Context: an optimization exercise on an open-source flow, tuned for small area, a short achievable clock period and few clock cycles per item. The choices shown serve that exercise and are no tape-out recipe.
Where RTL was checked, it was by simulation tests only, not by an equivalence proof against the original.
Power figures rest on the tool's default switching activity, not on a simulated workload.

==> flow/design.v <==
module DIV (
  input clock, reset,
  input flush,
  output in_ready,
  input in_valid,
  input in_sign,
  input [31:0] in_a, in_b,
  input out_ready,
  output out_valid,
  output [31:0] out_quot,
  output [31:0] out_rem
);
  localparam [1:0] ST_IDLE = 2'd0, ST_PREP = 2'd1, ST_ITER = 2'd2, ST_DONE = 2'd3;
  reg [1:0] state;
  reg [31:0] r;      
  reg [32:0] e;      
  reg [31:0] q;
  reg [5:0] cnt;     
  reg [5:0] lza;     
  reg bs, qs, rs;
  function automatic [5:0] clz32(input [31:0] x);
    reg [15:0] v1; reg [15:0] p1;
    reg [7:0] v2;  reg [15:0] p2;
    reg [3:0] v3;  reg [11:0] p3;
    reg [1:0] v4;  reg [7:0] p4;
    integer i;
    begin
      for (i = 0; i < 16; i = i + 1) begin
        v1[i] = x[2*i+1] | x[2*i];
        p1[i] = ~x[2*i+1];
      end
      for (i = 0; i < 8; i = i + 1) begin
        v2[i] = v1[2*i+1] | v1[2*i];
        p2[2*i+1] = ~v1[2*i+1];
        p2[2*i]   = v1[2*i+1] ? p1[2*i+1] : p1[2*i];
      end
      for (i = 0; i < 4; i = i + 1) begin
        v3[i] = v2[2*i+1] | v2[2*i];
        p3[3*i+2]  = ~v2[2*i+1];
        p3[3*i+:2] = v2[2*i+1] ? p2[4*i+2+:2] : p2[4*i+:2];
      end
      for (i = 0; i < 2; i = i + 1) begin
        v4[i] = v3[2*i+1] | v3[2*i];
        p4[4*i+3]  = ~v3[2*i+1];
        p4[4*i+:3] = v3[2*i+1] ? p3[6*i+3+:3] : p3[6*i+:3];
      end
      clz32[5] = ~(v4[1] | v4[0]);
      clz32[4] = ~v4[1] & v4[0];
      clz32[3:0] = v4[1] ? p4[7:4] : (p4[3:0] & {4{v4[0]}});
    end
  endfunction
  function automatic [31:0] cneg(input s, input [31:0] x);
    reg [31:0] p;
    begin
      p = x;
      p = p | (p << 1);
      p = p | (p << 2);
      p = p | (p << 4);
      p = p | (p << 8);
      p = p | (p << 16);
      cneg = x ^ ({32{s}} & {p[30:0], 1'b0});
    end
  endfunction
  function automatic [34:0] add35(input [34:0] a, input [34:0] b, input ci);
    reg [34:0] p, g, gg, pp, c;
    integer l, i, j;
    begin
      p = a ^ b;
      g = a & b;
      g[0] = g[0] | (p[0] & ci);
      gg = g; pp = p;
      for (l = 0; l < 6; l = l + 1)
        for (i = 34; i >= 0; i = i - 1)
          if (((i >> l) & 1) == 1) begin
            j = ((i >> l) << l) - 1;
            gg[i] = gg[i] | (pp[i] & gg[j]);
            pp[i] = pp[i] & pp[j];
          end
      c = {gg[33:0], ci};
      add35 = p ^ c;
    end
  endfunction
  wire st_idle = state == ST_IDLE;
  wire st_done = state == ST_DONE;
  assign in_ready = st_idle | (st_done & out_ready);
  assign out_valid = st_done;
  wire acc = in_ready & in_valid;
  wire in_as = in_a[31] & in_sign;
  wire in_bs = in_b[31] & in_sign;
  wire [31:0] absa = cneg(in_as, in_a);
  wire [31:0] bx = in_b ^ {32{in_bs}};
  wire [5:0] lzb_in = clz32(bx);
  wire [5:0] lza_in = clz32(absa);
  wire none = lzb_in < lza_in;     
  wire [5:0] sh = cnt - lza;       
  reg [32:0] bsh;
  integer k;
  always @* begin
    bsh = {e[31:0], bs};
    for (k = 1; k < 6; k = k + 1)
      if (sh[k]) bsh = (bsh << (1 << k)) | ({33{bs}} & ~({33{1'b1}} << (1 << k)));
  end
  wire cin = ~bs;
  wire [34:0] ex0 = {2'b11, e};
  wire [34:0] ex1 = {3'b111, e[32:1]};
  wire [34:0] ra = {3'b000, r};
  wire [34:0] d1 = add35(ra, ex0, cin);
  wire [34:0] d2 = add35(ra, ex1, cin);
  wire [34:0] cs_s = ra ^ ex0 ^ ex1;
  wire [34:0] cs_c = (ra & ex0) | (ra & ex1) | (ex0 & ex1);
  wire [34:0] d3 = add35(cs_s, {cs_c[33:0], cin}, cin);
  wire q1 = ~d1[34];
  wire q2 = q1 ? ~d3[34] : ~d2[34];
  wire [31:0] rn = q1 ? (q2 ? d3[31:0] : d1[31:0]) : (q2 ? d2[31:0] : r);
  always @(posedge clock) begin
    if (reset | flush) begin
      state <= ST_IDLE;
    end else if (acc) begin
      state <= none ? ST_DONE : ST_PREP;
      r <= absa;
      e <= {1'b0, bx};
      q <= 32'b0;
      cnt <= lzb_in;
      lza <= lza_in;
      bs <= in_bs;
      qs <= (in_a[31] ^ in_b[31]) & in_sign;
      rs <= in_as;
    end else begin
      case (state)
        ST_PREP: begin
          e <= ~bsh;
          cnt <= {1'b0, sh[5:1]};
          state <= ST_ITER;
        end
        ST_ITER: begin
          r <= rn;
          q <= {q[29:0], q1, q2};
          e <= {2'b11, e[32:2]};
          cnt <= cnt - 6'd1;
          if (cnt == 6'd0) state <= ST_DONE;
        end
        ST_DONE: begin
          if (out_ready) state <= ST_IDLE;
        end
        default: ;
      endcase
    end
  end
  assign out_quot = cneg(qs, q);
  assign out_rem  = cneg(rs, r);
endmodule
Settings: LEC_CHECK=0, CAP_MARGIN=20, CORE_MARGIN=2, CORE_UTILIZATION=40, SLEW_MARGIN=20; clock period 8.0 ns.
run.sh (not shown) runs the stock make flow with config.mk's settings and CLKGATE_MAP_FILE= SYNTH_SCRIPT=/design/flow/synth_recipe.tcl, a recipe that flattens the netlist after the stock synthesis.
The starting point produced a clean layout.
Then changed:
--- a/flow/design.v
+++ b/flow/design.v
@@ -16,7 +16,6 @@
   reg [32:0] e;      
   reg [31:0] q;
   reg [5:0] cnt;     
-  reg [5:0] lza;     
   reg bs, qs, rs;
   function automatic [5:0] clz32(input [31:0] x);
     reg [15:0] v1; reg [15:0] p1;
@@ -89,16 +88,13 @@
   wire in_bs = in_b[31] & in_sign;
   wire [31:0] absa = cneg(in_as, in_a);
   wire [31:0] bx = in_b ^ {32{in_bs}};
-  wire [5:0] lzb_in = clz32(bx);
-  wire [5:0] lza_in = clz32(absa);
-  wire none = lzb_in < lza_in;     
-  wire [5:0] sh = cnt - lza;       
+  wire [6:0] sh = {1'b0, clz32(bx)} - {1'b0, clz32(absa)};   
   reg [32:0] bsh;
   integer k;
   always @* begin
     bsh = {e[31:0], bs};
     for (k = 1; k < 6; k = k + 1)
-      if (sh[k]) bsh = (bsh << (1 << k)) | ({33{bs}} & ~({33{1'b1}} << (1 << k)));
+      if (cnt[k]) bsh = (bsh << (1 << k)) | ({33{bs}} & ~({33{1'b1}} << (1 << k)));
   end
   wire cin = ~bs;
   wire [34:0] ex0 = {2'b11, e};
@@ -116,12 +112,11 @@
     if (reset | flush) begin
       state <= ST_IDLE;
     end else if (acc) begin
-      state <= none ? ST_DONE : ST_PREP;
+      state <= sh[6] ? ST_DONE : ST_PREP;
       r <= absa;
       e <= {1'b0, bx};
       q <= 32'b0;
-      cnt <= lzb_in;
-      lza <= lza_in;
+      cnt <= sh[5:0];
       bs <= in_bs;
       qs <= (in_a[31] ^ in_b[31]) & in_sign;
       rs <= in_as;
@@ -129,7 +124,7 @@
       case (state)
         ST_PREP: begin
           e <= ~bsh;
-          cnt <= {1'b0, sh[5:1]};
+          cnt <= {1'b0, cnt[5:1]};
           state <= ST_ITER;
         end
         ST_ITER: begin
- design area came out lower by about 4%
- combinational power came out lower by about 22%
- clock power came out lower by about 40%
- via count came out lower by about 2%
- core utilization came out lower by 1.3 points
Testbench counts after the change, summed over its fixed seeds: cycles 1,780, items 384.
Function not checked in the first run of this note: the RTL went through the layout flow alone.

re-timing with driven ports:
How much do the figures lean on ideal ports? The routed layouts below were timed once more, with nothing changed but the port constraints.
Step 1, drivers: a clkbuf_16 drives clock and a buf_2 each remaining input, both assumed.
Step 2 adds t to the input delays and takes it off the output delays; t is the mean of the earliest and latest rising clock arrival at the registers after step 1. Input paths then give back, and output paths get back, about the clock's delay inside the block.
Slacks: no drivers / after step 1 / after step 2; pairs: no drivers / after step 1.
run	shift t [ns]	setup slack, ns	worst setup path after step 2
the first run	0.485	1.209 / 1.156 / 1.182	input to register
the second run	0.414	1.321 / 1.271 / 1.247	input to register
After both steps every run listed still meets setup and hold. The setup slack of the second run, which loses most, moves by -0.050 ns with the drivers and by -0.074 ns with both steps.
